This design comes from an exercise in tuning for small area and a short achievable clock period on the open sky130 flow, not from production work.
Function was checked by simulation only, so behaviour that the tests miss may differ from the original.
The flow treats the clock pin as an ideal source, which a real chip does not have.
No activity file was given, so power comes from the tool's default toggle rates.

Design systolic_4x4, start of the top module:
module systolic_4x4(    input  wire clk,
                        input  wire rst,
                        input  wire [31: 0] x_flat,    
                        input  wire [31: 0] y_flat,    
                        output wire [255:0] out_flat,  
                        output wire done
        );
    reg  [7:0]  xo  [15:0];
    reg  [11:0] yo  [15:0];      
    wire [11:0] ytop [3:0];      
    reg  [15:0] acc [15:0];
    reg  [15:0] out [15:0];
    wire [15:0] sum [15:0];      
    wire [15:0] out_d [15:0];
    reg  [3:0]  counter;
    reg         done_r;
    reg  [4:1]  warm;            
    reg  [15:0] keep;            
    assign done = done_r;
    wire snap = (counter == 4'd10);
    wire ld   = snap & ~rst;     
    wire kp   = ~snap & ~rst;    
    genvar gi, gj, gb;
    generate
        for (gj = 0; gj < 4; gj = gj + 1) begin : g_enc
            BENC0 e0 (.b2(y_flat[8*gj+1]), .b1(y_flat[8*gj+0]),
                      .one(ytop[gj][0]), .two(ytop[gj][1]), .neg(ytop[gj][2]));
  ...
Settings: LEC_CHECK=0, CAP_MARGIN=20, CORE_MARGIN=2, CORE_UTILIZATION=65, CTS_BUF_LIST=sky130_fd_sc_hd__clkbuf_8 sky130_fd_sc_hd__clkbuf_16, CTS_CLUSTER_DIAMETER=80, CTS_CLUSTER_SIZE=24, PLACE_DENSITY=0.75, SETUP_SLACK_MARGIN=1.5, SLEW_MARGIN=20, SYNTH_HIERARCHICAL=1, SYNTH_MINIMUM_KEEP_SIZE=0, TNS_END_PERCENT=0; clock period 5.5 ns.
standard.sh (not shown) runs the stock make flow with config.mk's settings and CLKGATE_MAP_FILE= SYNTH_SCRIPT=/design/flow/synth_recipe.tcl, a recipe that flattens the netlist after the stock synthesis.
==> flow/flow/run.sh <==
#!/bin/bash
# Layout flow:
#  1. the standard synthesis;
#  2. every combinational cell that synthesis mapped at a drive strength
#     above 1 is set to drive strength 1 (timing repair later sizes up what
#     needs it);
#  3. the standard floorplan, placement and clock tree, with the port
#     buffers made of sky130_fd_sc_hd__buf_1 cells;
#  4. the accumulator and out registers get their clock through a short
#     chain of clock cells per leaf clock net (skew for the MAC paths,
#     flow/skew.tcl);
#  5. the standard routing and finishing (timing repair aiming at
#     2.4 ns of setup slack).
set -euo pipefail
bash standard.sh synth > synth.log 2>&1
openroad -no_init -exit flow/downsize.tcl > downsize.log 2>&1
export BUFFER_PORTS_ARGS="-buffer_cell sky130_fd_sc_hd__buf_1"
bash standard.sh cts > layout_cts.log 2>&1
openroad -no_init -exit flow/skew.tcl > skew.log 2>&1
bash standard.sh SETUP_SLACK_MARGIN=2.4 > layout.log 2>&1
Other scripts of this flow, unchanged in this note and not shown: flow/flow/downsize.tcl, flow/flow/skew.tcl
Then changed:
--- a/flow/config.mk
+++ b/flow/config.mk
@@ -17,3 +17,3 @@
 export SYNTH_HIERARCHICAL = 1
 export SYNTH_MINIMUM_KEEP_SIZE = 0
-export TNS_END_PERCENT = 0
+export TNS_END_PERCENT = 20
Result: Hold slack degrades by 0.0091 ns; via count falls by 0.36%; global-route usage decreases by 0.39 points; final cell count does not change; core utilization is about the same; synthesized area does not change; total power is about the same; first-iteration DRC count went down by 4.1%; count of clock-buffer cells in the layout went down by 1; routed wire length drops by 1.6%.
Then changed:
--- a/flow/flow/run.sh
+++ b/flow/flow/run.sh
@@ -6,5 +6,5 @@
 #     needs it);
 #  3. the standard floorplan, placement and clock tree, with the port
-#     buffers made of sky130_fd_sc_hd__buf_1 cells;
+#     buffers made of sky130_fd_sc_hd__buf_2 cells;
 #  4. the accumulator and out registers get their clock through a short
 #     chain of clock cells per leaf clock net (skew for the MAC paths,
@@ -15,5 +15,5 @@
 bash standard.sh synth > synth.log 2>&1
 openroad -no_init -exit flow/downsize.tcl > downsize.log 2>&1
-export BUFFER_PORTS_ARGS="-buffer_cell sky130_fd_sc_hd__buf_1"
+export BUFFER_PORTS_ARGS="-buffer_cell sky130_fd_sc_hd__buf_2"
 bash standard.sh cts > layout_cts.log 2>&1
 openroad -no_init -exit flow/skew.tcl > skew.log 2>&1
--- a/flow/config.mk
+++ b/flow/config.mk
@@ -17,3 +17,3 @@
 export SYNTH_HIERARCHICAL = 1
 export SYNTH_MINIMUM_KEEP_SIZE = 0
-export TNS_END_PERCENT = 20
+export TNS_END_PERCENT = 0
After rerunning: The changed run finished with timing, DRC and antenna clean; total power goes down slightly; first-iteration DRC count decreases slightly; die area does not change; area after synthesis does not change; final area stays flat; routed wire length climbs slightly; via count hardly moves; global-route usage went up by 0.45 points; non-clock buffer count fell by 3; maximum frequency is higher slightly.

========
run 1:
Another version of the RTL of systolic_4x4 (not shown whole).
For scale: ~4,700 cells after synthesis.
Settings: LEC_CHECK=0, CAP_MARGIN=20, CORE_MARGIN=2, CORE_UTILIZATION=65, CTS_BUF_LIST=sky130_fd_sc_hd__clkbuf_8 sky130_fd_sc_hd__clkbuf_16, CTS_CLUSTER_DIAMETER=80, CTS_CLUSTER_SIZE=24, PLACE_DENSITY=0.75, SETUP_SLACK_MARGIN=1.5, SLEW_MARGIN=20, SYNTH_HIERARCHICAL=1, SYNTH_MINIMUM_KEEP_SIZE=0; clock period 5.5 ns.
==> flow/flow/run.sh <==
#!/bin/bash
# Layout flow: the standard synthesis; then every combinational cell that
# synthesis mapped at a drive strength above 1 is set to drive strength 1
# (timing repair later sizes up what needs it); then the standard layout,
# with the port buffers made of sky130_fd_sc_hd__buf_1 cells.
set -euo pipefail
bash standard.sh synth > synth.log 2>&1
openroad -no_init -exit flow/downsize.tcl > downsize.log 2>&1
export BUFFER_PORTS_ARGS="-buffer_cell sky130_fd_sc_hd__buf_1"
bash standard.sh > layout.log 2>&1
==> flow/flow/downsize.tcl <==
# Set combinational cells of 1_synth.odb to drive strength 1 where the
# library has that variant.  Registers, buffers and clock cells are left alone.
set r orfs/results/$::env(FLOW_PLATFORM)/systolic_4x4/base
read_db $r/1_synth.odb
set db [ord::get_db]
set n 0
set saved 0.0
foreach inst [[ord::get_db_block] getInsts] {
  set name [[$inst getMaster] getName]
  if {![regexp {^(sky130_fd_sc_hd__([a-z0-9]+))_([0-9]+)$} $name -> base kind drive]} { continue }
  if {$drive <= 1} { continue }
  if {[regexp {^(df|sdf|edf|dl|buf|clk|conb|tap|fill|decap|diode|lpflow|probe|bufbuf|bufinv)} $kind]} { continue }
  set m [$db findMaster ${base}_1]
  if {$m == "NULL" || $m == ""} { continue }
  set saved [expr {$saved + ([[$inst getMaster] getWidth] - [$m getWidth]) * [$m getHeight] / 1e6}]
  $inst swapMaster $m
  incr n
}
puts "downsized $n cells, [format %.1f $saved] um2"
write_db $r/1_synth.odb
Run 1: all stages complete, timing, DRC and antenna checks passed
## Diff of input files: run 2 against run 1
Settings: a change of SETUP_SLACK_MARGIN from 1.5 to 1.9.
==> flow/run.sh (new file) <==
#!/bin/bash
# synth_recipe.tcl (not shown) runs the flow's synth.tcl, then flattens the netlist and writes it again
# the make line also repeats each setting of config.mk as NAME=value (left out here)
make -C /OpenROAD-flow-scripts/flow DESIGN_CONFIG=/design/flow/config.mk WORK_HOME=/design/flow/orfs CLKGATE_MAP_FILE= SYNTH_SCRIPT=/design/flow/synth_recipe.tcl finish
removed: flow/flow/run.sh
removed: flow/flow/downsize.tcl
removed: flow/standard.sh
Notes after the runs:
- From run 1 to run 2 the numbers moved as follows: worst setup slack now sits higher, minimum clock period now sits lower, routed wirelength normalized by instance count now sits higher.
- Sort run 2 and run 1 by met3 usage, descending, and run 2 comes first.
- Diff run 2 and run 1: layout buffer count excluding clock buffers lower in run 1
- Compared with run 1, run 2 shows a net switching power figure that is about 33% higher.
- Run 1 ended up with keep[3]$_DFF_P_ as its source of the critical timing path; run 2 ended up with yo[14][4]$_DFF_P_.
- Compared with run 1, run 2 shows a higher area added between synthesis and finish.
- Note that the final instance count without filler cells recorded for run 1 amounts to 0.944 times the value seen in run 2.
- Run 2 vs run 1: synthesized area up by a few percent
Edits applied to the flow inputs when going from run 2 to run 3:
Settings: SETUP_SLACK_MARGIN changed from 1.9 to 1.5.
--- outcome ---
Between run 3 and run 2, global routing usage on met3 is higher for run 2, run 3 comes in under that.
Looking at final design area excluding fillers across both flows, run 3 is the stronger of the two, with run 2 trailing.
Run 3 vs run 2, sequential share of power went up by 6.7 points.
Run 3 vs run 2 — wire length dropped by more than 10%
Register area | run 3 below run 2
Share of power burned in the clock network, run 3 and run 2: larger value in run 3

-- afterwards: timing with drivers on the ports --
How much do the figures lean on ideal ports? The routed layouts below were timed once more, with nothing changed but the port constraints. Step 1 sets driving cells, clkbuf_16 on the clock port and buf_2 on the other inputs (assumed; they add their load-dependent delay and slew). Step 2, shift: input delay + t, output delay - t, t = (earliest + latest rising clock arrival at the registers) / 2. This alone moves slack from input paths to output paths. Three values: ideal, step 1, step 2; two values: the first two.
run	shift t [ns]	slack for setup (ns)	worst setup path after step 2	latest minus earliest clock arrival (ns)	slew at the worst register clock pin (ns)	worst slew at a driven data input, ns
the first run of note 1	1.099	2.356 / 2.284 / 2.399	register to register	0.905 / 0.905	0.10 / 0.10	0.08
the second run of note 1	1.075	2.380 / 2.305 / 2.398	register to register	0.864 / 0.865	0.09 / 0.09	0.09
the third run of note 1	1.065	2.391 / 2.326 / 2.391	register to register	0.856 / 0.856	0.10 / 0.10	0.08
run 1	0.681	1.610 / 1.610 / 1.610	register to register	0.035 / 0.035	0.10 / 0.10	0.14
run 2	0.700	1.691 / 1.691 / 1.555	input to register	0.032 / 0.033	0.10 / 0.10	0.05
run 3	0.696	1.604 / 1.604 / 1.590	input to register	0.035 / 0.035	0.10 / 0.10	0.05
In the first run of note 1, the second run of note 1 and the third run of note 1 the clock reaches the registers at very different times; t lies between them, and the last value is a rough guide only. The setup slack of run 2, which loses most, moves by 0.000 ns with the drivers and by -0.136 ns with both steps.
